Context: an optimization exercise on an open-source flow, tuned for small area, a short achievable clock period and few clock cycles per item. The choices shown serve that exercise and are no tape-out recipe. No functional check of the RTL was part of any run shown here. Power and IR drop assume default switching activity.

## flow/design.v (module list and top-level ports; edited modules follow where they fit)
// module wallace_multi: 1570 lines
// module mfa: 4 lines
// module mha: 4 lines
// module mbs: 5 lines
// module ma22o: 3 lines
// module mxor: 3 lines
module wallace_multi (
    input clk,
    input rst,
    input [15:0] a,
    input [15:0] b,
    output reg [31:0] p,
    output reg done
);
  // ...
==> flow/flow/run.sh <==
#!/bin/bash
set -euo pipefail
export BUFFER_PORTS_ARGS="-buffer_cell sky130_fd_sc_hd__buf_1"
bash standard.sh finish > orfs_make.log 2>&1
==> flow/standard.sh <==
#!/bin/bash
# synth_recipe.tcl (not shown) runs the flow's synth.tcl, then flattens the netlist and writes it again
# the make line also repeats each setting of config.mk as NAME=value (left out here)
make -C /OpenROAD-flow-scripts/flow DESIGN_CONFIG=/design/flow/config.mk WORK_HOME=/design/flow/orfs CLKGATE_MAP_FILE= SYNTH_SCRIPT=/design/flow/synth_recipe.tcl "${@:-finish}"
==> flow/config.mk <==
export PLATFORM = sky130hd
export DESIGN_NAME = wallace_multi
export DESIGN_NICKNAME = wallace_multi
export VERILOG_FILES = /design/flow/design.v
export SDC_FILE = /design/flow/constraint.sdc
export NUM_CORES = 4
export LEC_CHECK = 0
export CAP_MARGIN = 20
export CORE_MARGIN = 2
export CORE_UTILIZATION = 40
export CTS_BUF_LIST = sky130_fd_sc_hd__clkbuf_8
export CTS_CLUSTER_DIAMETER = 80
export CTS_CLUSTER_SIZE = 16
export SETUP_SLACK_MARGIN = 1.8
export SLEW_MARGIN = 20
export SYNTH_HIERARCHICAL = 1
==> flow/constraint.sdc <==
create_clock -name core_clock -period 4.0 [get_ports {clk}]
set_input_delay 0.8000 -clock core_clock [delete_from_list [all_inputs] [get_ports {clk}]]
set_output_delay 0.8000 -clock core_clock [all_outputs]
set_load 0.01 [all_outputs]
==> impl_metrics.py, run 1 <==
metrics = {
    "power_and_ir_drop": {
        "pg_seq_mw": 3.78,
        "leakagePower_nw": 5.332,
    },
    "yosys": {
        "ys_ff_latch": 231,
        "yosysTopAreaCell": "dfxtp_1",
        "synthCells": 820,
        "synthSimpleGateAreaFrac_pct": 3.467,
        "async_reset_ff_share_pct": 1.732,
        "yosys_warnings": 7,
        "synth_top_cells_by_area": "dfxtp_1 42%, fa_1 22%, xor2_1 11%, a22o_1 9.7%, ha_1 5.8%",
        "ys_types": 30,
        "yosysMostFrequentCell": "dfxtp_1",
    },
    "sta": {
        "rsz0062_at_grt": "yes",
        "post-route-min-period_ns": 2.285,
        "finalSetupViolCount": 0,
        "tightestPinTransition_ns": 0.5683,
        "final_hold_viol_count": 0,
        "fin_skew_ns": 0.03927,
        "timing.fmax_mhz": 437.7,
    },
    "worst_setup_path": {
        "crit_end": "r440",
        "reg2reg_depth": 6,
        "crit_slowest_cell": "fa_1",
        "crit_family": "adder cells",
        "cp-start-kind": "flip-flop",
    },
    "layout": {
        "nonClockInverterCount": 23,
        "multiInputGateArea_um2": 6191,
        "signal_buffers": 104,
        "num-nets-final": 1143,
    },
    "cts": {
        "cts-root-buf": "clkbuf_8",
        "cts_tree": "built",
        "clk_latency_ns": 0.54,
    },
    "floorplanning": {
        "taps": 341,
        "rows": 60,
    },
    "global_route": {
        "grt.total_usage_pct": 17.34,
    },
    "run_status": {
        "status": "no timing/DRC/antenna violations",
    },
    "worst_hold_path": {
        "hold_path_class": "in2async",
    },
    "detailed_routing": {
        "drt_iter0_drc": 416,
    },
}
==> inputs of run 2 (changes only) <==
--- a/flow/design.v
+++ b/flow/design.v
@@ -109,34 +109,62 @@
     wire c488;
     wire c490;
     wire c492;
     wire c494;
     wire c499;
     wire c502;
     wire c504;
     wire c506;
-    wire c508;
-    wire c512;
+    wire c511;
     wire c514;
     wire c516;
     wire c518;
-    wire c523;
-    wire c525;
-    wire c527;
-    wire c532;
-    wire c534;
-    wire c536;
-    wire c541;
-    wire c543;
-    wire c545;
-    wire c547;
+    wire c520;
+    wire c524;
+    wire c526;
+    wire c528;
+    wire c533;
+    wire c535;
+    wire c537;
+    wire c542;
+    wire c544;
     wire c549;
     wire c551;
     wire c553;
+    wire c555;
+    wire c557;
+    wire c559;
+    wire c561;
+    wire c563;
+    wire c565;
+    wire c567;
+    wire c569;
+    wire c571;
+    wire c573;
+    wire c575;
+    wire c577;
+    wire c579;
+    wire c583;
+    wire c585;
+    wire c587;
+    wire c589;
+    wire c591;
+    wire c593;
+    wire c595;
+    wire c597;
+    wire c599;
+    wire c601;
+    wire c603;
+    wire c605;
+    wire c607;
+    wire c609;
+    wire c612;
+    wire c616;
+    wire c618;
     wire n1;
     wire n2;
     wire n3;
     wire n4;
     wire n5;
     wire n6;
     wire n7;
     wire n8;
@@ -310,170 +338,114 @@
     wire n216;
     wire n217;
     wire n218;
     wire n219;
     wire n220;
     wire n221;
     wire n222;
     wire n223;
-    wire n554;
-    wire n555;
-    wire n556;
-    wire n557;
-    wire n558;
-    wire n559;
-    wire n560;
-    wire n561;
-    wire n562;
-    wire n563;
-    wire n564;
-    wire n565;
-    wire n566;
-    wire n567;
-    wire n568;
-    wire n569;
-    wire n570;
-    wire n571;
-    wire n572;
-    wire n573;
-    wire n574;
-    wire n575;
-    wire n576;
-    wire n577;
-    wire n578;
-    wire n579;
-    wire n580;
-    wire n581;
-    wire n582;
-    wire n583;
-    wire n584;
-    wire n585;
-    wire n586;
-    wire n587;
-    wire n588;
-    wire n589;
-    wire n590;
-    wire n591;
-    wire n592;
-    wire n593;
-    wire n594;
-    wire n595;
-    wire n596;
-    wire n597;
-    wire n598;
-    wire n599;
-    wire n600;
-    wire n601;
-    wire n603;
-    wire n604;
-    wire n607;
-    wire n608;
-    wire n611;
-    wire n612;
-    wire n613;
-    wire n614;
-    wire n615;
-    wire n616;
-    wire n617;
-    wire n618;
+    wire n619;
     wire n620;
+    wire n621;
     wire n622;
-    wire n623;
     wire n624;
-    wire n625;
     wire n626;
     wire n627;
     wire n628;
     wire n629;
+    wire n630;
+    wire n631;
     wire n632;
     wire n633;
-    wire n634;
     wire n635;
-    wire n636;
-    wire n637;
-    wire n638;
     wire n639;
-    wire n640;
     wire n641;
-    wire n642;
-    wire n643;
-    wire n644;
     wire n645;
-    wire n646;
+    wire n647;
+    wire n648;
     wire n649;
     wire n650;
     wire n651;
     wire n652;
     wire n653;
     wire n654;
     wire n655;
     wire n656;
-    wire n659;
+    wire n657;
+    wire n660;
     wire n661;
+    wire n662;
+    wire n663;
+    wire n664;
     wire n665;
+    wire n666;
     wire n667;
-    wire n668;
     wire n669;
-    wire n670;
     wire n671;
     wire n672;
     wire n673;
+    wire n674;
     wire n675;
+    wire n676;
     wire n677;
+    wire n678;
     wire n679;
     wire n681;
-    wire n684;
+    wire n683;
     wire n685;
-    wire n686;
     wire n687;
-    wire n689;
+    wire n690;
     wire n691;
-    wire n694;
     wire n695;
-    wire n696;
     wire n697;
-    wire n698;
     wire n699;
-    wire n700;
     wire n701;
     wire n702;
     wire n703;
+    wire n704;
+    wire n705;
     wire n706;
     wire n707;
     wire n708;
     wire n709;
     wire n710;
     wire n711;
+    wire n712;
     wire n713;
+    wire n714;
     wire n715;
     wire n716;
     wire n717;
+    wire n718;
+    wire n719;
     wire n720;
     wire n721;
     wire n724;
     wire n725;
     wire n728;
     wire n729;
-    wire n730;
-    wire n731;
     wire n732;
     wire n733;
     wire n734;
     wire n735;
     wire n736;
     wire n737;
     wire n738;
     wire n739;
+    wire n740;
+    wire n741;
     wire n742;
     wire n743;
-    wire n744;
-    wire n745;
+    wire n746;
+    wire n747;
     wire n748;
     wire n749;
+    wire n750;
+    wire n751;
     wire n752;
     wire n753;
     wire n756;
     wire n757;
     wire n760;
     wire n761;
     wire n764;
     wire n765;
@@ -482,43 +454,43 @@
     wire n772;
     wire n773;
     wire n776;
     wire n777;
     wire n778;
     wire n779;
     wire n780;
     wire n781;
+    wire n782;
     wire n783;
     wire n784;
     wire n785;
     wire n786;
     wire n787;
     wire n788;
     wire n789;
-    wire n790;
+    wire n791;
     wire n792;
     wire n793;
     wire n794;
     wire n795;
+    wire n796;
     wire n797;
     wire n798;
     wire n800;
     wire n801;
     wire n803;
     wire n804;
     wire n806;
     wire n807;
     wire n809;
     wire n810;
     wire n812;
     wire n813;
-    wire n815;
-    wire n816;
-    wire n818;
+    wire n817;
     reg r16;
     reg r17;
     reg r18;
     reg r20;
     reg r21;
     reg r23;
     reg r25;
     reg r27;
@@ -616,93 +588,93 @@
     reg r481;
     reg r482;
     reg r483;
     reg r486;
     reg r495;
     reg r496;
     reg r497;
     reg r500;
+    reg r507;
+    reg r508;
     reg r509;
-    reg r510;
-    reg r519;
-    reg r520;
+    reg r512;
     reg r521;
-    reg r528;
+    reg r522;
     reg r529;
     reg r530;
-    reg r537;
+    reg r531;
     reg r538;
     reg r539;
-    reg r602;
-    reg r605;
-    reg r606;
-    reg r609;
+    reg r540;
+    reg r545;
+    reg r546;
+    reg r547;
+    reg r580;
+    reg r581;
     reg r610;
-    reg r619;
-    reg r621;
-    reg r630;
-    reg r631;
-    reg r647;
-    reg r648;
-    reg r657;
+    reg r613;
+    reg r614;
+    reg r623;
+    reg r625;
+    reg r634;
+    reg r636;
+    reg r637;
+    reg r638;
+    reg r640;
+    reg r642;
+    reg r643;
+    reg r644;
+    reg r646;
     reg r658;
-    reg r660;
-    reg r662;
-    reg r663;
-    reg r664;
-    reg r666;
-    reg r674;
-    reg r676;
-    reg r678;
+    reg r659;
+    reg r668;
+    reg r670;
     reg r680;
     reg r682;
-    reg r683;
+    reg r684;
+    reg r686;
     reg r688;
-    reg r690;
+    reg r689;
     reg r692;
     reg r693;
-    reg r704;
-    reg r705;
-    reg r712;
-    reg r714;
-    reg r718;
-    reg r719;
+    reg r694;
+    reg r696;
+    reg r698;
+    reg r700;
     reg r722;
     reg r723;
     reg r726;
     reg r727;
-    reg r740;
-    reg r741;
-    reg r746;
-    reg r747;
-    reg r750;
-    reg r751;
+    reg r730;
+    reg r731;
+    reg r744;
+    reg r745;
     reg r754;
     reg r755;
     reg r758;
     reg r759;
     reg r762;
     reg r763;
     reg r766;
     reg r767;
     reg r770;
     reg r771;
     reg r774;
     reg r775;
-    reg r782;
-    reg r791;
-    reg r796;
+    reg r790;
     reg r799;
     reg r802;
     reg r805;
     reg r808;
     reg r811;
     reg r814;
-    reg r817;
+    reg r815;
+    reg r816;
+    reg r818;
     reg r819;
     reg r820;
     reg r821;
     reg r822;
     reg r823;
     reg r824;
     reg r825;
     reg r826;
@@ -710,16 +682,45 @@
     reg r828;
     reg r829;
     reg r830;
     reg r831;
     reg r832;
     reg r833;
     reg r834;
     reg r835;
+    reg r836;
+    reg r837;
+    reg r838;
+    reg r839;
+    reg r840;
+    reg r841;
+    reg r842;
+    reg r843;
+    reg r844;
+    reg r845;
+    reg r846;
+    reg r847;
+    reg r848;
+    reg r849;
+    reg r850;
+    reg r851;
+    reg r852;
+    reg r853;
+    reg r854;
+    reg r855;
+    reg r856;
+    reg r857;
+    reg r858;
+    reg r859;
+    reg r860;
+    reg r861;
+    reg r862;
+    reg r863;
+    reg r864;
     wire s224;
     wire s226;
     wire s228;
     wire s230;
     wire s232;
     wire s237;
     wire s239;
     wire s241;
@@ -818,34 +819,62 @@
     wire s487;
     wire s489;
     wire s491;
     wire s493;
     wire s498;
     wire s501;
     wire s503;
     wire s505;
-    wire s507;
-    wire s511;
+    wire s510;
     wire s513;
     wire s515;
     wire s517;
-    wire s522;
-    wire s524;
-    wire s526;
-    wire s531;
-    wire s533;
-    wire s535;
-    wire s540;
-    wire s542;
-    wire s544;
-    wire s546;
+    wire s519;
+    wire s523;
+    wire s525;
+    wire s527;
+    wire s532;
+    wire s534;
+    wire s536;
+    wire s541;
+    wire s543;
     wire s548;
     wire s550;
     wire s552;
+    wire s554;
+    wire s556;
+    wire s558;
+    wire s560;
+    wire s562;
+    wire s564;
+    wire s566;
+    wire s568;
+    wire s570;
+    wire s572;
+    wire s574;
+    wire s576;
+    wire s578;
+    wire s582;
+    wire s584;
+    wire s586;
+    wire s588;
+    wire s590;
+    wire s592;
+    wire s594;
+    wire s596;
+    wire s598;
+    wire s600;
+    wire s602;
+    wire s604;
+    wire s606;
+    wire s608;
+    wire s611;
+    wire s615;
+    wire s617;
     assign n1 = b[1] & ~b[0];
     assign n2 = b[2] ^ b[1];
     assign n3 = (b[3] & ~b[2] & ~b[1]) | (~b[3] & b[2] & b[1]);
     assign n4 = b[4] ^ b[3];
     assign n5 = (b[5] & ~b[4] & ~b[3]) | (~b[5] & b[4] & b[3]);
     assign n6 = b[6] ^ b[5];
     assign n7 = (b[7] & ~b[6] & ~b[5]) | (~b[7] & b[6] & b[5]);
     assign n8 = b[8] ^ b[7];
@@ -1111,74 +1140,64 @@
     mfa us396 (.a(c372), .b(c374), .c(c376), .s(s396), .co(c397));
     mfa us398 (.a(s390), .b(s392), .c(s394), .s(s398), .co(c399));
     mfa us407 (.a(n202), .b(n217), .c(n72), .s(s407), .co(c408));
     mfa us409 (.a(n91), .b(n110), .c(n129), .s(s409), .co(c410));
     mfa us411 (.a(n148), .b(n167), .c(n186), .s(s411), .co(c412));
     mfa us413 (.a(c391), .b(c393), .c(c395), .s(s413), .co(c414));
     mfa us415 (.a(s407), .b(s409), .c(s411), .s(s415), .co(c416));
     mfa us425 (.a(n73), .b(n203), .c(n201), .s(s425), .co(c426));
-    mfa us427 (.a(s425), .b(n92), .c(n111), .s(s427), .co(c428));
-    mfa us429 (.a(n130), .b(n149), .c(n168), .s(s429), .co(c430));
-    mfa us431 (.a(n187), .b(c408), .c(c410), .s(s431), .co(c432));
+    mfa us427 (.a(n92), .b(n111), .c(n130), .s(s427), .co(c428));
+    mfa us429 (.a(n149), .b(n168), .c(n187), .s(s429), .co(c430));
+    mfa us431 (.a(s425), .b(c408), .c(c410), .s(s431), .co(c432));
     mfa us433 (.a(c412), .b(s427), .c(s429), .s(s433), .co(c434));
-    mfa us443 (.a(n218), .b(c426), .c(n93), .s(s443), .co(c444));
-    mfa us445 (.a(n112), .b(n131), .c(n150), .s(s445), .co(c446));
-    mfa us447 (.a(n169), .b(n188), .c(c428), .s(s447), .co(c448));
+    mfa us443 (.a(n218), .b(n93), .c(n112), .s(s443), .co(c444));
+    mfa us445 (.a(n131), .b(n150), .c(n169), .s(s445), .co(c446));
+    mfa us447 (.a(n188), .b(c426), .c(c428), .s(s447), .co(c448));
     mfa us449 (.a(c430), .b(s443), .c(s445), .s(s449), .co(c450));
     mfa us459 (.a(n94), .b(n205), .c(n204), .s(s459), .co(c460));
-    mfa us461 (.a(s459), .b(n113), .c(n132), .s(s461), .co(c462));
-    mfa us463 (.a(n151), .b(n170), .c(n189), .s(s463), .co(c464));
+    mfa us461 (.a(n113), .b(n132), .c(n151), .s(s461), .co(c462));
+    mfa us463 (.a(n170), .b(n189), .c(s459), .s(s463), .co(c464));
     mfa us465 (.a(c444), .b(c446), .c(s461), .s(s465), .co(c466));
-    mfa us475 (.a(n219), .b(c460), .c(n114), .s(s475), .co(c476));
-    mfa us477 (.a(n133), .b(n152), .c(n171), .s(s477), .co(c478));
-    mfa us479 (.a(n190), .b(c462), .c(c464), .s(s479), .co(c480));
+    mfa us475 (.a(n219), .b(n114), .c(n133), .s(s475), .co(c476));
+    mfa us477 (.a(n152), .b(n171), .c(n190), .s(s477), .co(c478));
+    mfa us479 (.a(c460), .b(c462), .c(s475), .s(s479), .co(c480));
     mfa us489 (.a(n115), .b(n207), .c(n206), .s(s489), .co(c490));
-    mfa us491 (.a(s489), .b(n134), .c(n153), .s(s491), .co(c492));
-    mfa us493 (.a(n172), .b(n191), .c(c476), .s(s493), .co(c494));
-    mfa us503 (.a(n220), .b(c490), .c(n135), .s(s503), .co(c504));
-    mfa us505 (.a(n154), .b(n173), .c(n192), .s(s505), .co(c506));
-    mfa us507 (.a(c492), .b(s503), .c(s505), .s(s507), .co(c508));
-    mfa us513 (.a(n136), .b(n209), .c(n208), .s(s513), .co(c514));
-    mfa us515 (.a(s513), .b(n155), .c(n174), .s(s515), .co(c516));
-    mfa us517 (.a(n193), .b(c504), .c(c506), .s(s517), .co(c518));
-    mfa us524 (.a(n221), .b(c514), .c(n156), .s(s524), .co(c525));
-    mfa us526 (.a(n175), .b(n194), .c(c516), .s(s526), .co(c527));
-    mfa us533 (.a(n157), .b(n211), .c(n210), .s(s533), .co(c534));
-    mfa us535 (.a(s533), .b(n176), .c(n195), .s(s535), .co(c536));
-    mfa us542 (.a(n222), .b(c534), .c(n177), .s(s542), .co(c543));
-    mfa us544 (.a(n196), .b(c536), .c(s542), .s(s544), .co(c545));
-    mfa us546 (.a(n178), .b(n213), .c(n212), .s(s546), .co(c547));
-    mfa us548 (.a(s546), .b(n197), .c(c543), .s(s548), .co(c549));
-    mfa us550 (.a(n223), .b(c547), .c(n198), .s(s550), .co(c551));
-    mfa us552 (.a(n199), .b(n215), .c(n214), .s(s552), .co(c553));
-    assign n554 = n19 & r18;
-    assign n555 = n19 ^ r18;
-    assign n556 = n55 & s224;
-    assign n557 = n55 ^ s224;
-    assign n558 = c225 & s226;
-    assign n559 = c225 ^ s226;
-    assign n560 = s228 & s230;
-    assign n561 = s228 ^ s230;
-    assign n613 = c551 & s552;
-    assign n614 = c551 ^ s552;
-    assign n615 = n22 & n554;
-    assign n616 = n22 & n555;
-    assign n617 = n558 | (n559 & n556);
-    assign n618 = n559 & n557;
-    assign n651 = n617 | (n618 & n615);
-    assign n652 = n618 & n616;
-    assign n730 = n556 | (n557 & n615);
-    assign n731 = n557 & n616;
-    assign n732 = n560 | (n561 & n651);
-    assign n733 = n561 & n652;
-    assign n778 = n22 ^ n554;
-    assign n779 = n557 ^ n615;
-    assign n780 = n559 ^ n730;
-    assign n781 = n561 ^ n651;
+    mfa us491 (.a(n134), .b(n153), .c(n172), .s(s491), .co(c492));
+    mfa us493 (.a(n191), .b(s489), .c(c476), .s(s493), .co(c494));
+    mfa us503 (.a(n220), .b(n135), .c(n154), .s(s503), .co(c504));
+    mfa us505 (.a(n173), .b(n192), .c(c490), .s(s505), .co(c506));
+    mfa us515 (.a(n136), .b(n209), .c(n208), .s(s515), .co(c516));
+    mfa us517 (.a(n155), .b(n174), .c(n193), .s(s517), .co(c518));
+    mfa us519 (.a(s515), .b(c504), .c(s517), .s(s519), .co(c520));
+    mfa us525 (.a(n221), .b(n156), .c(n175), .s(s525), .co(c526));
+    mfa us527 (.a(n194), .b(c516), .c(c518), .s(s527), .co(c528));
+    mfa us534 (.a(n157), .b(n211), .c(n210), .s(s534), .co(c535));
+    mfa us536 (.a(n176), .b(n195), .c(s534), .s(s536), .co(c537));
+    mfa us543 (.a(n222), .b(n177), .c(n196), .s(s543), .co(c544));
+    mfa us550 (.a(n178), .b(n213), .c(n212), .s(s550), .co(c551));
+    mfa us552 (.a(n197), .b(s550), .c(c544), .s(s552), .co(c553));
+    mfa us554 (.a(n223), .b(n198), .c(c551), .s(s554), .co(c555));
+    mfa us556 (.a(n199), .b(n215), .c(n214), .s(s556), .co(c557));
+    mha us558 (.a(n19), .b(r18), .s(s558), .co(c559));
+    mha us560 (.a(n55), .b(s224), .s(s560), .co(c561));
+    mha us562 (.a(c225), .b(s226), .s(s562), .co(c563));
+    mha us564 (.a(s228), .b(s230), .s(s564), .co(c565));
+    mha us617 (.a(c555), .b(s556), .s(s617), .co(c618));
+    assign n619 = n22 & c559;
+    assign n620 = n22 & s558;
+    mao21 un621 (.g(c563), .p(s562), .c(c561), .y(n621));
+    assign n622 = s562 & s560;
+    mao21 un662 (.g(n621), .p(n622), .c(n619), .y(n662));
+    assign n663 = n622 & n620;
+    mao21 un734 (.g(c561), .p(s560), .c(n619), .y(n734));
+    assign n735 = s560 & n620;
+    mxor2 un778 (.a(n22), .b(c559), .y(n778));
+    mxor2 un779 (.a(s560), .b(n619), .y(n779));
+    mxor2 un780 (.a(s562), .b(n734), .y(n780));
     always @(posedge clk) begin
         r234 <= c229;
         r235 <= s232;
         r236 <= c231;
         r243 <= s239;
         r244 <= s241;
         r251 <= c242;
         r252 <= s249;
@@ -1229,52 +1248,52 @@
         r451 <= c432;
         r452 <= c434;
         r453 <= s447;
         r456 <= s449;
         r467 <= s463;
         r468 <= c448;
         r469 <= c450;
         r472 <= s465;
-        r481 <= s475;
-        r482 <= s477;
+        r481 <= s477;
+        r482 <= c464;
         r483 <= c466;
         r486 <= s479;
         r495 <= c478;
         r496 <= s491;
         r497 <= c480;
         r500 <= s493;
-        r509 <= c494;
-        r510 <= s507;
-        r519 <= s515;
-        r520 <= c508;
-        r521 <= s517;
-        r528 <= s524;
-        r529 <= c518;
-        r530 <= s526;
-        r537 <= c525;
-        r538 <= s535;
-        r539 <= c527;
-        r602 <= s544;
-        r605 <= c545;
-        r606 <= s548;
-        r609 <= c549;
-        r610 <= s550;
-        r619 <= n560;
-        r621 <= n561;
-        r647 <= n613;
-        r648 <= n614;
-        r674 <= n651;
-        r676 <= n652;
-        r782 <= n732;
-        r819 <= n555;
+        r507 <= c492;
+        r508 <= s503;
+        r509 <= s505;
+        r512 <= c494;
+        r521 <= c506;
+        r522 <= s519;
+        r529 <= s525;
+        r530 <= c520;
+        r531 <= s527;
+        r538 <= c526;
+        r539 <= s536;
+        r540 <= c528;
+        r545 <= c535;
+        r546 <= s543;
+        r547 <= c537;
+        r610 <= s552;
+        r613 <= c553;
+        r614 <= s554;
+        r623 <= c565;
+        r625 <= s564;
+        r658 <= c618;
+        r659 <= s617;
+        r680 <= n662;
+        r682 <= n663;
+        r818 <= s558;
         r821 <= n778;
-        r823 <= n779;
-        r825 <= n780;
-        r827 <= n781;
+        r824 <= n779;
+        r827 <= n780;
     end
     mfa us237 (.a(r234), .b(r235), .c(r236), .s(s237), .co(c238));
     mha us245 (.a(r243), .b(r244), .s(s245), .co(c246));
     mha us253 (.a(r251), .b(r252), .s(s253), .co(c254));
     mha us263 (.a(r261), .b(r262), .s(s263), .co(c264));
     mfa us272 (.a(r269), .b(r270), .c(r271), .s(s272), .co(c273));
     mha us275 (.a(r274), .b(c264), .s(s275), .co(c276));
     mfa us286 (.a(r283), .b(r284), .c(r285), .s(s286), .co(c287));
@@ -1304,275 +1323,294 @@
     mfa us454 (.a(r451), .b(r452), .c(r453), .s(s454), .co(c455));
     mfa us457 (.a(r456), .b(c439), .c(s454), .s(s457), .co(c458));
     mfa us470 (.a(r467), .b(r468), .c(r469), .s(s470), .co(c471));
     mfa us473 (.a(r472), .b(c455), .c(s470), .s(s473), .co(c474));
     mfa us484 (.a(r481), .b(r482), .c(r483), .s(s484), .co(c485));
     mfa us487 (.a(r486), .b(c471), .c(s484), .s(s487), .co(c488));
     mfa us498 (.a(r495), .b(r496), .c(r497), .s(s498), .co(c499));
     mfa us501 (.a(r500), .b(c485), .c(s498), .s(s501), .co(c502));
-    mfa us511 (.a(r509), .b(r510), .c(c499), .s(s511), .co(c512));
-    mfa us522 (.a(r519), .b(r520), .c(r521), .s(s522), .co(c523));
-    mfa us531 (.a(r528), .b(r529), .c(r530), .s(s531), .co(c532));
-    mfa us540 (.a(r537), .b(r538), .c(r539), .s(s540), .co(c541));
-    assign n562 = c238 & s245;
-    assign n563 = c238 ^ s245;
-    assign n564 = c246 & s253;
-    assign n565 = c246 ^ s253;
-    assign n566 = c254 & s263;
-    assign n567 = c254 ^ s263;
-    assign n568 = s272 & s275;
-    assign n569 = s272 ^ s275;
-    assign n570 = c289 & s301;
-    assign n571 = c289 ^ s301;
-    assign n572 = c302 & s316;
-    assign n573 = c302 ^ s316;
-    assign n574 = s331 & s333;
-    assign n575 = s331 ^ s333;
-    assign n576 = c352 & s369;
-    assign n577 = c352 ^ s369;
-    assign n578 = c370 & s388;
-    assign n579 = c370 ^ s388;
-    assign n580 = c389 & s405;
-    assign n581 = c389 ^ s405;
-    assign n582 = c406 & s423;
-    assign n583 = c406 ^ s423;
-    assign n584 = c424 & s441;
-    assign n585 = c424 ^ s441;
-    assign n586 = c442 & s457;
-    assign n587 = c442 ^ s457;
-    assign n588 = c458 & s473;
-    assign n589 = c458 ^ s473;
-    assign n590 = c474 & s487;
-    assign n591 = c474 ^ s487;
-    assign n592 = c488 & s501;
-    assign n593 = c488 ^ s501;
-    assign n594 = c502 & s511;
-    assign n595 = c502 ^ s511;
-    assign n596 = c512 & s522;
-    assign n597 = c512 ^ s522;
-    assign n598 = c523 & s531;
-    assign n599 = c523 ^ s531;
-    assign n600 = c532 & s540;
-    assign n601 = c532 ^ s540;
-    assign n603 = c541 & r602;
-    assign n604 = c541 ^ r602;
-    assign n607 = r605 & r606;
-    assign n608 = r605 ^ r606;
-    assign n611 = r609 & r610;
-    assign n612 = r609 ^ r610;
-    assign n620 = s237 & r619;
-    assign n622 = s237 & r621;
-    assign n623 = n564 | (n565 & n562);
-    assign n624 = n565 & n563;
-    assign n625 = n568 | (n569 & n566);
-    assign n626 = n569 & n567;
-    assign n627 = n571 & s288;
-    assign n628 = n574 | (n575 & n572);
-    assign n629 = n575 & n573;
-    assign n633 = n580 | (n581 & n578);
-    assign n634 = n581 & n579;
-    assign n635 = n584 | (n585 & n582);
-    assign n636 = n585 & n583;
-    assign n637 = n588 | (n589 & n586);
-    assign n638 = n589 & n587;
-    assign n639 = n592 | (n593 & n590);
-    assign n640 = n593 & n591;
-    assign n641 = n596 | (n597 & n594);
-    assign n642 = n597 & n595;
-    assign n643 = n600 | (n601 & n598);
-    assign n644 = n601 & n599;
-    assign n645 = n607 | (n608 & n603);
-    assign n646 = n608 & n604;
-    assign n649 = r647 | (r648 & n611);
-    assign n650 = r648 & n612;
-    assign n653 = n623 | (n624 & n620);
-    assign n654 = n624 & n622;
-    assign n655 = n570 | (n627 & n625);
-    assign n656 = n627 & n626;
-    assign n668 = n639 | (n640 & n637);
-    assign n669 = n640 & n638;
-    assign n670 = n643 | (n644 & n641);
-    assign n671 = n644 & n642;
-    assign n672 = n649 | (n650 & n645);
-    assign n673 = n650 & n646;
-    assign n675 = n653 | (n654 & r674);
-    assign n677 = n654 & r676;
-    assign n686 = n672 | (n673 & n670);
-    assign n687 = n673 & n671;
-    assign n700 = n655 | (n656 & n675);
-    assign n701 = n656 & n677;
-    assign n708 = n620 | (n622 & r674);
-    assign n709 = n622 & r676;
-    assign n710 = n625 | (n626 & n675);
-    assign n711 = n626 & n677;
-    assign n734 = n562 | (n563 & n708);
-    assign n735 = n563 & n709;
-    assign n736 = n566 | (n567 & n675);
-    assign n737 = n567 & n677;
-    assign n738 = s288 & n710;
-    assign n739 = s288 & n711;
-    assign n783 = s237 ^ r782;
-    assign n784 = n563 ^ n708;
-    assign n785 = n565 ^ n734;
-    assign n786 = n567 ^ n675;
-    assign n787 = n569 ^ n736;
-    assign n788 = s288 ^ n710;
-    assign n789 = n571 ^ n738;
+    mfa us510 (.a(r507), .b(r508), .c(r509), .s(s510), .co(c511));
+    mfa us513 (.a(r512), .b(c499), .c(s510), .s(s513), .co(c514));
+    mfa us523 (.a(r521), .b(r522), .c(c511), .s(s523), .co(c524));
+    mfa us532 (.a(r529), .b(r530), .c(r531), .s(s532), .co(c533));
+    mfa us541 (.a(r538), .b(r539), .c(r540), .s(s541), .co(c542));
+    mfa us548 (.a(r545), .b(r546), .c(r547), .s(s548), .co(c549));
+    mha us566 (.a(c238), .b(s245), .s(s566), .co(c567));
+    mha us568 (.a(c246), .b(s253), .s(s568), .co(c569));
+    mha us570 (.a(c254), .b(s263), .s(s570), .co(c571));
+    mha us572 (.a(s272), .b(s275), .s(s572), .co(c573));
+    mha us574 (.a(c289), .b(s301), .s(s574), .co(c575));
+    mha us576 (.a(c302), .b(s316), .s(s576), .co(c577));
+    mha us578 (.a(s331), .b(s333), .s(s578), .co(c579));
+    mha us584 (.a(c370), .b(s388), .s(s584), .co(c585));
+    mha us586 (.a(c389), .b(s405), .s(s586), .co(c587));
+    mha us588 (.a(c406), .b(s423), .s(s588), .co(c589));
+    mha us590 (.a(c424), .b(s441), .s(s590), .co(c591));
+    mha us592 (.a(c442), .b(s457), .s(s592), .co(c593));
+    mha us594 (.a(c458), .b(s473), .s(s594), .co(c595));
+    mha us596 (.a(c474), .b(s487), .s(s596), .co(c597));
+    mha us598 (.a(c488), .b(s501), .s(s598), .co(c599));
+    mha us600 (.a(c502), .b(s513), .s(s600), .co(c601));
+    mha us602 (.a(c514), .b(s523), .s(s602), .co(c603));
+    mha us604 (.a(c524), .b(s532), .s(s604), .co(c605));
+    mha us606 (.a(c533), .b(s541), .s(s606), .co(c607));
+    mha us608 (.a(c542), .b(s548), .s(s608), .co(c609));
+    mha us611 (.a(c549), .b(r610), .s(s611), .co(c612));
+    mha us615 (.a(r613), .b(r614), .s(s615), .co(c616));
+    assign n624 = s237 & r623;
+    assign n626 = s237 & r625;
+    mao21 un627 (.g(c569), .p(s568), .c(c567), .y(n627));
+    assign n628 = s568 & s566;
+    mao21 un629 (.g(c573), .p(s572), .c(c571), .y(n629));
+    assign n630 = s572 & s570;
+    assign n631 = s574 & s288;
+    mao21 un632 (.g(c579), .p(s578), .c(c577), .y(n632));
+    assign n633 = s578 & s576;
+    mao21 un648 (.g(c595), .p(s594), .c(c593), .y(n648));
+    assign n649 = s594 & s592;
+    mao21 un650 (.g(c599), .p(s598), .c(c597), .y(n650));
+    assign n651 = s598 & s596;
+    mao21 un652 (.g(c603), .p(s602), .c(c601), .y(n652));
+    assign n653 = s602 & s600;
+    mao21 un654 (.g(c607), .p(s606), .c(c605), .y(n654));
+    assign n655 = s606 & s604;
+    mao21 un656 (.g(c612), .p(s611), .c(c609), .y(n656));
+    assign n657 = s611 & s608;
+    mao21 un660 (.g(r658), .p(r659), .c(c616), .y(n660));
+    assign n661 = r659 & s615;
+    mao21 un664 (.g(n627), .p(n628), .c(n624), .y(n664));
+    assign n665 = n628 & n626;
+    mao21 un666 (.g(c575), .p(n631), .c(n629), .y(n666));
+    assign n667 = n631 & n630;
+    mao21 un674 (.g(n650), .p(n651), .c(n648), .y(n674));
+    assign n675 = n651 & n649;
+    mao21 un676 (.g(n654), .p(n655), .c(n652), .y(n676));
+    assign n677 = n655 & n653;
+    mao21 un678 (.g(n660), .p(n661), .c(n656), .y(n678));
+    assign n679 = n661 & n657;
+    mao21 un681 (.g(n664), .p(n665), .c(r680), .y(n681));
+    assign n683 = n665 & r682;
+    mao21 un714 (.g(n624), .p(n626), .c(r680), .y(n714));
+    assign n715 = n626 & r682;
+    mao21 un716 (.g(n629), .p(n630), .c(n681), .y(n716));
+    assign n717 = n630 & n683;
+    mao21 un736 (.g(r623), .p(r625), .c(r680), .y(n736));
+    assign n737 = r625 & r682;
+    mao21 un738 (.g(c567), .p(s566), .c(n714), .y(n738));
+    assign n739 = s566 & n715;
+    mao21 un740 (.g(c571), .p(s570), .c(n681), .y(n740));
+    assign n741 = s570 & n683;
+    assign n742 = s288 & n716;
+    assign n743 = s288 & n717;
+    mxor2 un781 (.a(r625), .b(r680), .y(n781));
+    mxor2 un782 (.a(s237), .b(n736), .y(n782));
+    mxor2 un783 (.a(s566), .b(n714), .y(n783));
+    mxor2 un784 (.a(s568), .b(n738), .y(n784));
+    mxor2 un785 (.a(s570), .b(n681), .y(n785));
+    mxor2 un786 (.a(s572), .b(n740), .y(n786));
+    mxor2 un787 (.a(s288), .b(n716), .y(n787));
+    mxor2 un788 (.a(s574), .b(n742), .y(n788));
     always @(posedge clk) begin
-        r630 <= n577;
-        r631 <= s351;
-        r657 <= n576;
-        r658 <= n628;
-        r660 <= n629;
-        r662 <= n635;
-        r663 <= n636;
-        r664 <= n633;
-        r666 <= n634;
-        r678 <= n655;
-        r680 <= n656;
-        r682 <= n668;
-        r683 <= n669;
-        r688 <= n675;
-        r690 <= n677;
-        r692 <= n686;
-        r693 <= n687;
-        r704 <= n670;
-        r705 <= n671;
-        r712 <= n700;
-        r714 <= n701;
-        r718 <= n637;
-        r719 <= n638;
-        r722 <= n641;
-        r723 <= n642;
-        r726 <= n645;
-        r727 <= n646;
-        r740 <= n572;
-        r741 <= n573;
-        r746 <= n578;
-        r747 <= n579;
-        r750 <= n582;
-        r751 <= n583;
-        r754 <= n586;
-        r755 <= n587;
-        r758 <= n590;
-        r759 <= n591;
-        r762 <= n594;
-        r763 <= n595;
-        r766 <= n598;
-        r767 <= n599;
-        r770 <= n603;
-        r771 <= n604;
-        r774 <= n611;
-        r775 <= n612;
-        r791 <= n575;
-        r796 <= n581;
-        r799 <= n585;
-        r802 <= n589;
-        r805 <= n593;
-        r808 <= n597;
-        r811 <= n601;
-        r814 <= n608;
-        r817 <= r648;
-        r820 <= r819;
+        r580 <= c352;
+        r581 <= s369;
+        r634 <= s351;
+        r636 <= c587;
+        r637 <= s586;
+        r638 <= c585;
+        r640 <= s584;
+        r642 <= c591;
+        r643 <= s590;
+        r644 <= c589;
+        r646 <= s588;
+        r668 <= n632;
+        r670 <= n633;
+        r684 <= n666;
+        r686 <= n667;
+        r688 <= n674;
+        r689 <= n675;
+        r692 <= n678;
+        r693 <= n679;
+        r694 <= n676;
+        r696 <= n677;
+        r698 <= n681;
+        r700 <= n683;
+        r722 <= n648;
+        r723 <= n649;
+        r726 <= n652;
+        r727 <= n653;
+        r730 <= n656;
+        r731 <= n657;
+        r744 <= c577;
+        r745 <= s576;
+        r754 <= c593;
+        r755 <= s592;
+        r758 <= c597;
+        r759 <= s596;
+        r762 <= c601;
+        r763 <= s600;
+        r766 <= c605;
+        r767 <= s604;
+        r770 <= c609;
+        r771 <= s608;
+        r774 <= c616;
+        r775 <= s615;
+        r790 <= s578;
+        r799 <= s594;
+        r802 <= s598;
+        r805 <= s602;
+        r808 <= s606;
+        r811 <= s611;
+        r814 <= r659;
+        r819 <= r818;
         r822 <= r821;
-        r824 <= r823;
-        r826 <= r825;
+        r825 <= r824;
         r828 <= r827;
-        r829 <= n783;
-        r830 <= n784;
-        r831 <= n785;
-        r832 <= n786;
-        r833 <= n787;
-        r834 <= n788;
-        r835 <= n789;
+        r830 <= n781;
+        r832 <= n782;
+        r834 <= n783;
+        r836 <= n784;
+        r838 <= n785;
+        r840 <= n786;
+        r842 <= n787;
+        r844 <= n788;
     end
-    assign n632 = r630 & r631;
-    assign n659 = r657 | (n632 & r658);
-    assign n661 = n632 & r660;
-    assign n665 = r662 | (r663 & r664);
-    assign n667 = r663 & r666;
-    assign n679 = n659 | (n661 & r678);
-    assign n681 = n661 & r680;
-    assign n684 = r682 | (r683 & n665);
-    assign n685 = r683 & n667;
-    assign n689 = n679 | (n681 & r688);
-    assign n691 = n681 & r690;
-    assign n694 = r692 | (r693 & n684);
-    assign n695 = r693 & n685;
-    assign n696 = n694 | (n695 & n689);
-    assign n697 = n695 & n691;
-    assign n698 = n684 | (n685 & n689);
-    assign n699 = n685 & n691;
-    assign n702 = n665 | (n667 & n689);
-    assign n703 = n667 & n691;
-    assign n706 = r704 | (r705 & n698);
-    assign n707 = r705 & n699;
-    assign n713 = r658 | (r660 & r712);
-    assign n715 = r660 & r714;
-    assign n716 = r664 | (r666 & n689);
-    assign n717 = r666 & n691;
-    assign n720 = r718 | (r719 & n702);
-    assign n721 = r719 & n703;
-    assign n724 = r722 | (r723 & n698);
-    assign n725 = r723 & n699;
-    assign n728 = r726 | (r727 & n706);
+    mha us582 (.a(r580), .b(r581), .s(s582), .co(c583));
+    assign n635 = s582 & r634;
+    mao21 un639 (.g(r636), .p(r637), .c(r638), .y(n639));
+    assign n641 = r637 & r640;
+    mao21 un645 (.g(r642), .p(r643), .c(r644), .y(n645));
+    assign n647 = r643 & r646;
+    mao21 un669 (.g(c583), .p(n635), .c(r668), .y(n669));
+    assign n671 = n635 & r670;
+    mao21 un672 (.g(n645), .p(n647), .c(n639), .y(n672));
+    assign n673 = n647 & n641;
+    mao21 un685 (.g(n669), .p(n671), .c(r684), .y(n685));
+    assign n687 = n671 & r686;
+    mao21 un690 (.g(r688), .p(r689), .c(n672), .y(n690));
+    assign n691 = r689 & n673;
+    mao21 un695 (.g(r692), .p(r693), .c(r694), .y(n695));
+    assign n697 = r693 & r696;
+    mao21 un699 (.g(n685), .p(n687), .c(r698), .y(n699));
+    assign n701 = n687 & r700;
+    mao21 un702 (.g(n695), .p(n697), .c(n690), .y(n702));
+    assign n703 = n697 & n691;
+    mao21 un704 (.g(n702), .p(n703), .c(n699), .y(n704));
+    assign n705 = n703 & n701;
+    mao21 un706 (.g(n690), .p(n691), .c(n699), .y(n706));
+    assign n707 = n691 & n701;
+    mao21 un708 (.g(r684), .p(r686), .c(r698), .y(n708));
+    assign n709 = r686 & r700;
+    mao21 un710 (.g(n672), .p(n673), .c(n699), .y(n710));
+    assign n711 = n673 & n701;
+    mao21 un712 (.g(r694), .p(r696), .c(n706), .y(n712));
+    assign n713 = r696 & n707;
+    mao21 un718 (.g(r668), .p(r670), .c(n708), .y(n718));
+    assign n719 = r670 & n709;
+    mao21 un720 (.g(n639), .p(n641), .c(n699), .y(n720));
+    assign n721 = n641 & n701;
+    mao21 un724 (.g(r722), .p(r723), .c(n710), .y(n724));
+    assign n725 = r723 & n711;
+    mao21 un728 (.g(r726), .p(r727), .c(n706), .y(n728));
     assign n729 = r727 & n707;
-    assign n742 = r740 | (r741 & r712);
-    assign n743 = r741 & r714;
-    assign n744 = r631 & n713;
-    assign n745 = r631 & n715;
-    assign n748 = r746 | (r747 & n689);
-    assign n749 = r747 & n691;
-    assign n752 = r750 | (r751 & n716);
-    assign n753 = r751 & n717;
-    assign n756 = r754 | (r755 & n702);
-    assign n757 = r755 & n703;
-    assign n760 = r758 | (r759 & n720);
-    assign n761 = r759 & n721;
-    assign n764 = r762 | (r763 & n698);
-    assign n765 = r763 & n699;
-    assign n768 = r766 | (r767 & n724);
-    assign n769 = r767 & n725;
-    assign n772 = r770 | (r771 & n706);
-    assign n773 = r771 & n707;
-    assign n776 = r774 | (r775 & n728);
-    assign n777 = r775 & n729;
-    assign n790 = r741 ^ r712;
-    assign n792 = r791 ^ n742;
-    assign n793 = r631 ^ n713;
-    assign n794 = r630 ^ n744;
-    assign n795 = r747 ^ n689;
-    assign n797 = r796 ^ n748;
-    assign n798 = r751 ^ n716;
-    assign n800 = r799 ^ n752;
-    assign n801 = r755 ^ n702;
-    assign n803 = r802 ^ n756;
-    assign n804 = r759 ^ n720;
-    assign n806 = r805 ^ n760;
-    assign n807 = r763 ^ n698;
-    assign n809 = r808 ^ n764;
-    assign n810 = r767 ^ n724;
-    assign n812 = r811 ^ n768;
-    assign n813 = r771 ^ n706;
-    assign n815 = r814 ^ n772;
-    assign n816 = r775 ^ n728;
-    assign n818 = r817 ^ n776;
-    always @(posedge clk) p <= {n818, n816, n815, n813, n812, n810, n809, n807, n806, n804, n803, n801, n800, n798, n797, n795, n794, n793, n792, n790, r835, r834, r833, r832, r831, r830, r829, r828, r826, r824, r822, r820};
-    reg [2:0] v;
+    mao21 un732 (.g(r730), .p(r731), .c(n712), .y(n732));
+    assign n733 = r731 & n713;
+    mao21 un746 (.g(r744), .p(r745), .c(n708), .y(n746));
+    assign n747 = r745 & n709;
+    assign n748 = r634 & n718;
+    assign n749 = r634 & n719;
+    mao21 un750 (.g(r638), .p(r640), .c(n699), .y(n750));
+    assign n751 = r640 & n701;
+    mao21 un752 (.g(r644), .p(r646), .c(n720), .y(n752));
+    assign n753 = r646 & n721;
+    mao21 un756 (.g(r754), .p(r755), .c(n710), .y(n756));
+    assign n757 = r755 & n711;
+    mao21 un760 (.g(r758), .p(r759), .c(n724), .y(n760));
+    assign n761 = r759 & n725;
+    mao21 un764 (.g(r762), .p(r763), .c(n706), .y(n764));
+    assign n765 = r763 & n707;
+    mao21 un768 (.g(r766), .p(r767), .c(n728), .y(n768));
+    assign n769 = r767 & n729;
+    mao21 un772 (.g(r770), .p(r771), .c(n712), .y(n772));
+    assign n773 = r771 & n713;
+    mao21 un776 (.g(r774), .p(r775), .c(n732), .y(n776));
+    assign n777 = r775 & n733;
+    mxor2 un789 (.a(r745), .b(n708), .y(n789));
+    mxor2 un791 (.a(r790), .b(n746), .y(n791));
+    mxor2 un792 (.a(r634), .b(n718), .y(n792));
+    mxor2 un793 (.a(s582), .b(n748), .y(n793));
+    mxor2 un794 (.a(r640), .b(n699), .y(n794));
+    mxor2 un795 (.a(r637), .b(n750), .y(n795));
+    mxor2 un796 (.a(r646), .b(n720), .y(n796));
+    mxor2 un797 (.a(r643), .b(n752), .y(n797));
+    mxor2 un798 (.a(r755), .b(n710), .y(n798));
+    mxor2 un800 (.a(r799), .b(n756), .y(n800));
+    mxor2 un801 (.a(r759), .b(n724), .y(n801));
+    mxor2 un803 (.a(r802), .b(n760), .y(n803));
+    mxor2 un804 (.a(r763), .b(n706), .y(n804));
+    mxor2 un806 (.a(r805), .b(n764), .y(n806));
+    mxor2 un807 (.a(r767), .b(n728), .y(n807));
+    mxor2 un809 (.a(r808), .b(n768), .y(n809));
+    mxor2 un810 (.a(r771), .b(n712), .y(n810));
+    mxor2 un812 (.a(r811), .b(n772), .y(n812));
+    mxor2 un813 (.a(r775), .b(n732), .y(n813));
+    always @(posedge clk) begin
+        r815 <= r814;
+        r816 <= n776;
+        r820 <= r819;
+        r823 <= r822;
+        r826 <= r825;
+        r829 <= r828;
+        r831 <= r830;
+        r833 <= r832;
+        r835 <= r834;
+        r837 <= r836;
+        r839 <= r838;
+        r841 <= r840;
+        r843 <= r842;
+        r845 <= r844;
+        r846 <= n789;
+        r847 <= n791;
+        r848 <= n792;
+        r849 <= n793;
+        r850 <= n794;
+        r851 <= n795;
+        r852 <= n796;
+        r853 <= n797;
+        r854 <= n798;
+        r855 <= n800;
+        r856 <= n801;
+        r857 <= n803;
+        r858 <= n804;
+        r859 <= n806;
+        r860 <= n807;
+        r861 <= n809;
+        r862 <= n810;
+        r863 <= n812;
+        r864 <= n813;
+    end
+    mxor2 un817 (.a(r815), .b(r816), .y(n817));
+    always @(posedge clk) p <= {n817, r864, r863, r862, r861, r860, r859, r858, r857, r856, r855, r854, r853, r852, r851, r850, r849, r848, r847, r846, r845, r843, r841, r839, r837, r835, r833, r831, r829, r826, r823, r820};
+    reg [3:0] v;
     always @(posedge clk or negedge rst) begin
         if (!rst) begin
-            v <= 3'b0;
+            v <= 4'b0;
             done <= 1'b0;
         end else begin
-            v <= {v[1:0], 1'b1};
-            done <= v[2];
+            v <= {v[2:0], 1'b1};
+            done <= v[3];
         end
     end
 endmodule
+module mao21 (input g, input p, input c, output y);
+    assign y = g | (p & c);
+endmodule
+module mxor2 (input a, input b, output y);
+    assign y = a ^ b;
+endmodule
 module mfa (input a, input b, input c, output s, output co);
     assign s = a ^ b ^ c;
     assign co = (a & b) | (a & c) | (b & c);
 endmodule
 module mha (input a, input b, output s, output co);
     assign s = a ^ b;
     assign co = a & b;
 endmodule
--- a/flow/config.mk
+++ b/flow/config.mk
@@ -6,11 +6,11 @@
 export NUM_CORES = 4
 export LEC_CHECK = 0
 export CAP_MARGIN = 20
 export CORE_MARGIN = 2
 export CORE_UTILIZATION = 40
 export CTS_BUF_LIST = sky130_fd_sc_hd__clkbuf_8
 export CTS_CLUSTER_DIAMETER = 80
 export CTS_CLUSTER_SIZE = 16
-export SETUP_SLACK_MARGIN = 1.8
+export SETUP_SLACK_MARGIN = 1.9
 export SLEW_MARGIN = 20
 export SYNTH_HIERARCHICAL = 1
==> impl_metrics.py, run 2 <==
metrics = {
    "worst_setup_path": {
        "slowest_delay_ns": 0.35,
        "path_class": "reg2reg",
        "crit_family": "compound AO/OA/AOI/OAI gates",
        "path_buf_inv": 0,
        "cp_data_required_time_ns": 4.42,
        "crit_slowest_cell": "dfxtp_2",
        "cp_cell_sequence": "ha_4, and2_4, a21o_1, a21o_1, a21o_4, a21o_4, a21o_1, a21o_1, a21o_1",
        "cp_common_cell": "a21o_1",
        "arrival_ns": 2.57,
        "cp-start-kind": "flip-flop",
        "cp_max_fo": 3,
        "cp-end-kind": "flip-flop",
    },
    "cts": {
        "clk_latency_ns": 0.54,
        "clockBufferDepth": 3,
        "cts_tree": "built",
        "cts-root-buf": "clkbuf_8",
        "htreeDepth": 1,
        "cts.sinks": 262,
        "clkTransAtPathRegs_ns": 0.11,
        "cts_made_buffers": 20,
        "hold_buffers": 0,
    },
    "floorplanning": {
        "core_um2": 28550,
        "start_util_pct": 40.38,
        "chipWidth_um": 173.8,
        "dieHeight_um": 173.8,
        "dieArea_um2": 30190,
        "pin_count": 67,
        "rows": 62,
    },
    "placement": {
        "place.gp.congestion": 0.8197,
        "dpl.hpwl_mm": 15.58,
        "port_buffers": 66,
        "placed_cells": 1302,
    },
    "yosys": {
        "synth_common_cells": "257 x dfxtp_1, 158 x xor2_1, 120 x a22o_1",
        "yosysTopAreaCell": "dfxtp_1",
        "async_reset_ff_share_pct": 1.908,
        "yosysMostFrequentCell": "dfxtp_1",
        "yosys_warnings": 7,
        "synth_top_area_share_pct": 44.63,
        "synth_seq_area_share_pct": 45.72,
        "synth-xor-area-share_pct": 13.22,
        "synth_mux_area_share_pct": 0,
        "synth_edf_count": 0,
        "synth_top_cells_by_area": "dfxtp_1 45%, fa_1 20%, xor2_1 12%, a22o_1 9.1%, ha_1 4.2%",
        "syn_area_um2": 11530,
        "synth-main-ff-cell": "dfxtp_1",
        "synth-compound-area-share_pct": 12.42,
        "synthSimpleGateAreaFrac_pct": 3.560,
        "synthCells": 856,
        "syn_nets": 1044,
        "ys_types": 21,
        "synth_top_family_by_area": "adder cells",
        "synthAdderAreaFrac_pct": 24.20,
        "ys_ff_latch": 262,
        "syn_area_per_cell_um2": 13.47,
    },
    "detailed_routing": {
        "wl_per_cell_um": 17.37,
        "drt_iter0_drc": 367,
        "drc": 0,
        "vias_per_cell": 4.927,
        "ant_nets": 0,
        "vias": 6602,
        "finalWirelength_mm": 23.28,
        "dr.pass1.iters": 5,
    },
    "global_route": {
        "antenna_found_initial": 0,
        "grt_max_degree": 20,
        "grt_pass1_wl_mm": 38.07,
        "grt.total_usage_pct": 15.77,
        "gr-total-overflow": 0,
        "first_global_vias": 6983,
    },
    "sta": {
        "rsz0062_at_grt": "yes",
        "finalSetupViolCount": 0,
        "post-route-min-period_ns": 2.140,
        "fin_skew_ns": 0.02283,
        "fin_crit_sh_pct": 53.51,
        "tns_ns": 0,
        "slew_violations": 0,
        "timing.fmax_mhz": 467.2,
        "final_hold_viol_count": 0,
    },
    "layout": {
        "drive_gt1_share_pct": 9.937,
        "diodes": 0,
        "final_cell_mix": "213 x dfxtp_1, 156 x xor2_1, 120 x a22o_1, 112 x fa_1, 66 x buf_1",
        "area_delta_synth_final_pct": 12.03,
        "regMostFlops": "p",
        "num-nets-final": 1141,
        "fin_cells": 1340,
        "final_common_cell": "dfxtp_1",
        "largest_register_ffs": 32,
        "reg_top3": "p x32, v x4",
    },
    "run": {
        "drv_cap": 0,
    },
    "power_and_ir_drop": {
        "ir_drop_mv": 0.4082,
        "totalPowerFinal_mw": 9.662,
        "leakagePower_nw": 5.630,
        "powerDensity_nw_per_um2": 748.2,
    },
    "worst_hold_path": {
        "hold_path_class": "in2async",
    },
    "run_status": {
        "status": "no timing/DRC/antenna violations",
    },
}
run 2: cell count changes after synthesis, moves of 11 or more:
cell / change
a21o_1: +26
and2_1: +18
dfxtp_1: +30
ha_1: -11
xor2_1: +24
run 2: layer usage:
metal / GRT usage, % / share of wire [%] / routed length (um) / vias to the layer above
met2: 25.08 / 45 / 10560 / 165
met5: 0 / 0 / 0 / -
met4: 3.641 / 1.4 / 328 / 0
met1: 22.74 / 48 / 11180 / 3329
met3: 2.368 / 5.2 / 1207 / 23
li1: - / - / - / 3085
run 2: kinds of logic after synthesis:
| kind of cell | Yosys count |
|---|---|
| AO/OA/AOI/OAI | 173 |
| XOR/XNOR | 174 |
| adder cells (fa/ha/maj) | 154 |
| buffers and inverters | 19 |
| flip-flops | 262 |
| other | 1 |
| AND/OR/NAND/NOR | 73 |
run 2: through the flow:
step	area (um^2)	hold slack, ns	setup slack, ns	utilization [%]
global placement	12220	0.3098	1.614	42.81
detailed placement	12220	0.3121	1.595	42.81
global route	12910	0.07130	1.797	45.24
floorplan	11530	0.3096	1.903	-
finish	12910	0.08356	1.860	45.24
CTS	12710	0.03678	1.770	44.52
run 2: worst paths after layout:
check,from,end,slack [ns],cells past startpoint
min reg2reg,r822,r823,0.32,0
max reg2reg,r580,r816,1.86,9
min,rst,v[1],0.08,1
max in group asynchronous,rst,v[2],3.70,1
min in group core_clock,r822,r823,0.32,0
max,r580,r816,1.86,9
run 2: layout make-up:
type                    count  area, um^2
fillers                  2632       15630
multi-input cells         575        6255
flip-flops and latches    262        5415
well taps                 384       480.5
repair buffers             79       389.1
clock buffers              22       302.8
inverters                  15       56.30
clock inverters             3       15.01
run 2: power by group:
part | total, mW | switching (mW) | leakage [nW] | internal, mW
logic | 4.05 | 1.94 | 3.22 | 2.11
clock network | 1.30 | 0.800 | 0.172 | 0.498
registers | 4.31 | 0.564 | 2.24 | 3.75
total | 9.66 | 3.30 | 5.63 | 6.36
run 2: repair_timing:
item | 4_1_cts | 5_1_grt
pin swaps | 8 | 13
buffers inserted | 6 | 7
resized for setup | 51 | 42
endpoints found under the setup margin | 73 | 35
gates cloned | 0 | 0
run 2: Yosys stat by module, one instance, submodules excluded, excerpt:
module / area, um^2 / copies in the design / flops+latches / cells
wallace_multi: 6018 / 1 / 262 / 385
mfa: 20.02 / 115 / 0 / 1
mha: 12.51 / 39 / 0 / 1
ma22o: 8.758 / 120 / 0 / 1
mxor: 8.758 / 120 / 0 / 1
mxor2: 8.758 / 31 / 0 / 1
mao21: 7.507 / 46 / 0 / 1

-- afterwards: timing with drivers on the ports --
No port has a modelled driver above. Below, the same layouts with a new extraction and two added sets of constraints.
Step 1: set_driving_cell puts a clkbuf_16 on clk and a buf_2 on each other input, an assumption about the parent block.
Step 2 also shifts input and output timing later by t, the mid clock arrival at the registers, as if the neighbouring blocks saw the same clock.
a / b / c = ideal ports / drivers / drivers and shift; a / b = the first two.
run | t, ns | slack for setup (ns) | worst register clock-pin slew, ns
run 1 | 0.567 | 1.715 / 1.715 / 1.715 | 0.11 / 0.11
run 2 | 0.577 | 1.860 / 1.860 / 1.860 | 0.11 / 0.11
After both steps setup and hold are still met in every run listed.
